Background: an optimization exercise with open tools, aiming at small area, a short achievable clock period and few clock cycles. Do not read the settings as production practice. The RTL was checked by simulation tests, not by an equivalence proof against the original design.

## ALU
module ALU #(
    parameter DATA_W = 32
)
(
    input                       i_clk,    
    input                       i_rst_n,  
    input                       i_valid,  
    input [DATA_W - 1 : 0]      i_A,      
    input [DATA_W - 1 : 0]      i_B,      
    input [         2 : 0]      i_inst,   
    output [2*DATA_W - 1 : 0]   o_data,   
    output                      o_done    
);
    reg         s_ex, s_mul, s_mulf, s_div;
    reg         done;
    reg         y_hc;       
    reg         y_sx;       
    reg         y_dv;       
    reg         e_sum, e_slt, e_div;  
    reg         e_sub;      
    reg  [4:0]  cnt;
    reg  [31:0] hi, lo;     
    reg  [31:0] opb;        
    reg  [31:0] hc;         
    reg         cy;         
    reg         satf, sats; 
    reg         sltf;       
    wire        idle = ~(s_ex | s_mul | s_mulf | s_div);
    assign o_data = {hi, satf ? {sats, {31{~sats}}} : {lo[31:1], lo[0] | sltf}};
    assign o_done = done;
    wire [35:0] p0 = {4'd0, opb & {32{lo[0]}}};
    wire [35:0] p1 = {3'd0, opb & {32{lo[1]}}, 1'b0};
    wire [35:0] p2 = {2'd0, opb & {32{lo[2]}}, 2'b0};
    wire [35:0] p3 = {1'd0, opb & {32{lo[3]}}, 3'b0};
    wire [35:0] p4 = {4'd0, hi};
    wire [35:0] p5 = {4'd0, hc};
  ...
Settings: LEC_CHECK=0, CAP_MARGIN=20, CORE_MARGIN=2, CORE_UTILIZATION=40, SETUP_SLACK_MARGIN=3.0, SLEW_MARGIN=20; clock period 7.0 ns.
standard.sh (not shown) runs the stock make flow with config.mk's settings and CLKGATE_MAP_FILE= SYNTH_SCRIPT=/design/flow/synth_recipe.tcl, a recipe that flattens the netlist after the stock synthesis.
==> flow/flow/run.sh <==
#!/bin/bash
# The standard layout (the standard.sh: ORFS synthesis to final layout),
# with one ORFS setting changed: the port buffers are buf_2 cells instead of
# the resizer's default pick (a delay cell); every input and output port
# still gets a buffer.
set -euo pipefail
export BUFFER_PORTS_ARGS="-buffer_cell sky130_fd_sc_hd__buf_2"
bash standard.sh > standard.log 2>&1
The starting point produced a clean layout.
Testbench counts at the start, summed over its fixed seeds: cycles 9,458.
Then changed:
- SETUP_SLACK_MARGIN: 3.0 -> 3.3
After rerunning: Global-route usage increases by 1.4 points. Synthesized area does not change. Final cell count increases slightly. Critical path depth decreases by 9. Via count increases by a few percent.

Setup of garnet:
Starting RTL as in the previous note.
clock: 7.0 ns
lec_check: 0
cap_margin: 20
core_margin: 2
core_utilization: 40
setup_slack_margin: 3.6
slew_margin: 20
Scripts as last shown in full above: flow/flow/run.sh
Testbench counts of garnet, summed over its fixed seeds: cycles 9,458.
Setup changes, garnet to nickel
==> flow/flow/run.sh <==
#!/bin/bash
# The standard layout (the standard.sh: ORFS synthesis to final layout),
# with one ORFS setting changed: the port buffers are buf_1 cells instead of
# the resizer's default pick (a delay cell); every input and output port
# still gets a buffer.
set -euo pipefail
export BUFFER_PORTS_ARGS="-buffer_cell sky130_fd_sc_hd__buf_1"
bash standard.sh > standard.log 2>&1
diff --git a/flow/config.mk b/flow/config.mk
--- a/flow/config.mk
+++ b/flow/config.mk
@@ -9,4 +9,4 @@
 export CORE_MARGIN = 2
 export CORE_UTILIZATION = 40
-export SETUP_SLACK_MARGIN = 3.6
+export SETUP_SLACK_MARGIN = 3.3
 export SLEW_MARGIN = 20
### Flow results
- Re setup slack: garnet was lower than nickel.
- As of nickel, post-route standard cell area excluding fillers had fallen by a little under 10% compared to garnet.
- When the final numbers for garnet and nickel were put side by side, the share of cell area taken by multi-input logic gates turned out to be smaller in garnet.
- As of nickel, routed wire length had fallen slightly compared to garnet.
- Between nickel and garnet, it is nickel whose tightest hold margin is lower, by 0.029 ns.
- Re number of clock sinks seen by CTS: no difference whatsoever between nickel and garnet.
- Compared with garnet, nickel instantiates a smaller number of cells.
- Re register-to-register slack: nickel is 0.04 ns down on garnet.
- Met2 capacity usage during global routing: nickel vs garnet, no meaningful difference
- In nickel the core utilization turned out 3.6 points lower than in garnet.
## Diff of input files: pepper against nickel
==> flow/flow/run.sh <==
#!/bin/bash
# The standard layout (the standard.sh: ORFS synthesis to final layout),
# with one ORFS setting changed: the port buffers are buf_2 cells instead of
# the resizer's default pick (a delay cell); every input and output port
# still gets a buffer.
set -euo pipefail
export BUFFER_PORTS_ARGS="-buffer_cell sky130_fd_sc_hd__buf_2"
bash standard.sh > standard.log 2>&1
diff --git a/flow/config.mk b/flow/config.mk
--- a/flow/config.mk
+++ b/flow/config.mk
@@ -9,4 +9,4 @@
 export CORE_MARGIN = 2
 export CORE_UTILIZATION = 40
-export SETUP_SLACK_MARGIN = 3.3
+export SETUP_SLACK_MARGIN = 2.7
 export SLEW_MARGIN = 20
### Flow results
pepper vs nickel, first element of the critical path: i_B[2] vs i_A[27]. pepper gives more time the worst path needs with I/O delays and setup than nickel did. XOR/XNOR share of the synthesized area came out exactly the same in nickel and pepper. Wire length is higher on nickel.
For cedar, these inputs were changed with respect to pepper:
diff --git a/flow/config.mk b/flow/config.mk
--- a/flow/config.mk
+++ b/flow/config.mk
@@ -9,4 +9,5 @@
 export CORE_MARGIN = 2
 export CORE_UTILIZATION = 40
-export SETUP_SLACK_MARGIN = 2.7
+export GPL_TIMING_DRIVEN = 0
+export SETUP_SLACK_MARGIN = 3.3
 export SLEW_MARGIN = 20
## What came out
Per the comparison of cedar with pepper, number of enable-type register cells in the synthesized netlist shows no meaningful change, largest fanout of any net on the critical path shows a reduction of 3. cedar vs. pepper: cell area has increased, area overhead of the layout relative to synthesis grew by 11 points. Taking pepper as the reference point, the final hold slack of cedar rises by 0.095 ns. STATUS setup slack: cedar wins against pepper. Per the comparison of cedar with pepper, critical path data arrival time went down by 0.42 ns; final critical-path required period went down by 0.39 ns; achievable clock frequency went up by 10%.
The inputs of willow differ from those of cedar as listed below.
diff --git a/flow/config.mk b/flow/config.mk
--- a/flow/config.mk
+++ b/flow/config.mk
@@ -9,5 +9,5 @@
 export CORE_MARGIN = 2
 export CORE_UTILIZATION = 40
-export GPL_TIMING_DRIVEN = 0
+export PLACE_DENSITY = 0.7
 export SETUP_SLACK_MARGIN = 3.3
 export SLEW_MARGIN = 20
## What came out
Final-stage net count went down by a few percent going from cedar to willow.
Per the comparison of willow with cedar, area added between synthesis and finish went down by 4.6 points, final hold slack went down by 0.023 ns.
willow: number of cells upsized or downsized after cts is 101 lower than what cedar reported.
Changes observed in willow relative to cedar: cell count after synthesis barely changed, fmax shows an increase of 2.8%.
Input-level comparison between yarrow and willow:
diff --git a/flow/config.mk b/flow/config.mk
--- a/flow/config.mk
+++ b/flow/config.mk
@@ -9,5 +9,5 @@
 export CORE_MARGIN = 2
 export CORE_UTILIZATION = 40
-export PLACE_DENSITY = 0.7
+export CTS_BUF_LIST = sky130_fd_sc_hd__clkbuf_4 sky130_fd_sc_hd__clkbuf_8
 export SETUP_SLACK_MARGIN = 3.3
 export SLEW_MARGIN = 20
--- outcome ---
Distinct cell type count after synthesis came out exactly the same in willow and yarrow.
Of the two values seen for end point of the critical path, cnt[4] was produced by willow and lo[18] by yarrow.
Comparing willow and yarrow, number of global-route vias before repair is higher on willow.
Taking willow as the reference point, the share of cells above drive strength 1 of yarrow falls by 0.34 points.
Compared with willow, yarrow shows a number of filler cells placed in the layout that is about 1.8% higher.

-- static timing again, ports no longer ideal --
The results above use ideal ports. As a check the final layouts listed here were re-extracted and re-timed, cells and wires unchanged.
Step 1 assumes that a clkbuf_16 drives the clock port and a buf_2 every other input.
Step 2, shift: input delay + t, output delay - t, t = (earliest + latest rising clock arrival at the registers) / 2. This alone moves slack from input paths to output paths.
a / b / c = ideal / step 1 / step 2; a / b = the first two.
| run | t (ns) | setup slack, ns | worst register clock-pin slew, ns | cell pins on the clock port's net |
|---|---|---|---|---|
| the first run of note 1 | 0.501 | 3.054 / 3.066 / 2.583 | 0.08 / 0.08 | 1 |
| the second run of note 1 | 0.505 | 3.241 / 3.257 / 2.752 | 0.08 / 0.08 | 1 |
| garnet | 0.513 | 3.232 / 3.266 / 2.753 | 0.08 / 0.08 | 1 |
| nickel | 0.510 | 3.259 / 3.291 / 2.780 | 0.07 / 0.07 | 1 |
| pepper | 0.514 | 2.729 / 2.766 / 2.252 | 0.08 / 0.08 | 1 |
| cedar | 0.523 | 3.124 / 3.124 / 2.601 | 0.08 / 0.08 | 1 |
| willow | 0.493 | 3.229 / 3.220 / 2.727 | 0.07 / 0.07 | 1 |
| yarrow | 0.546 | 3.160 / 3.160 / 2.677 | 0.10 / 0.10 | 1 |
After both steps every run listed still meets setup and hold. The setup slack of cedar, which loses most, moves by 0.000 ns with the drivers and by -0.523 ns with both steps.
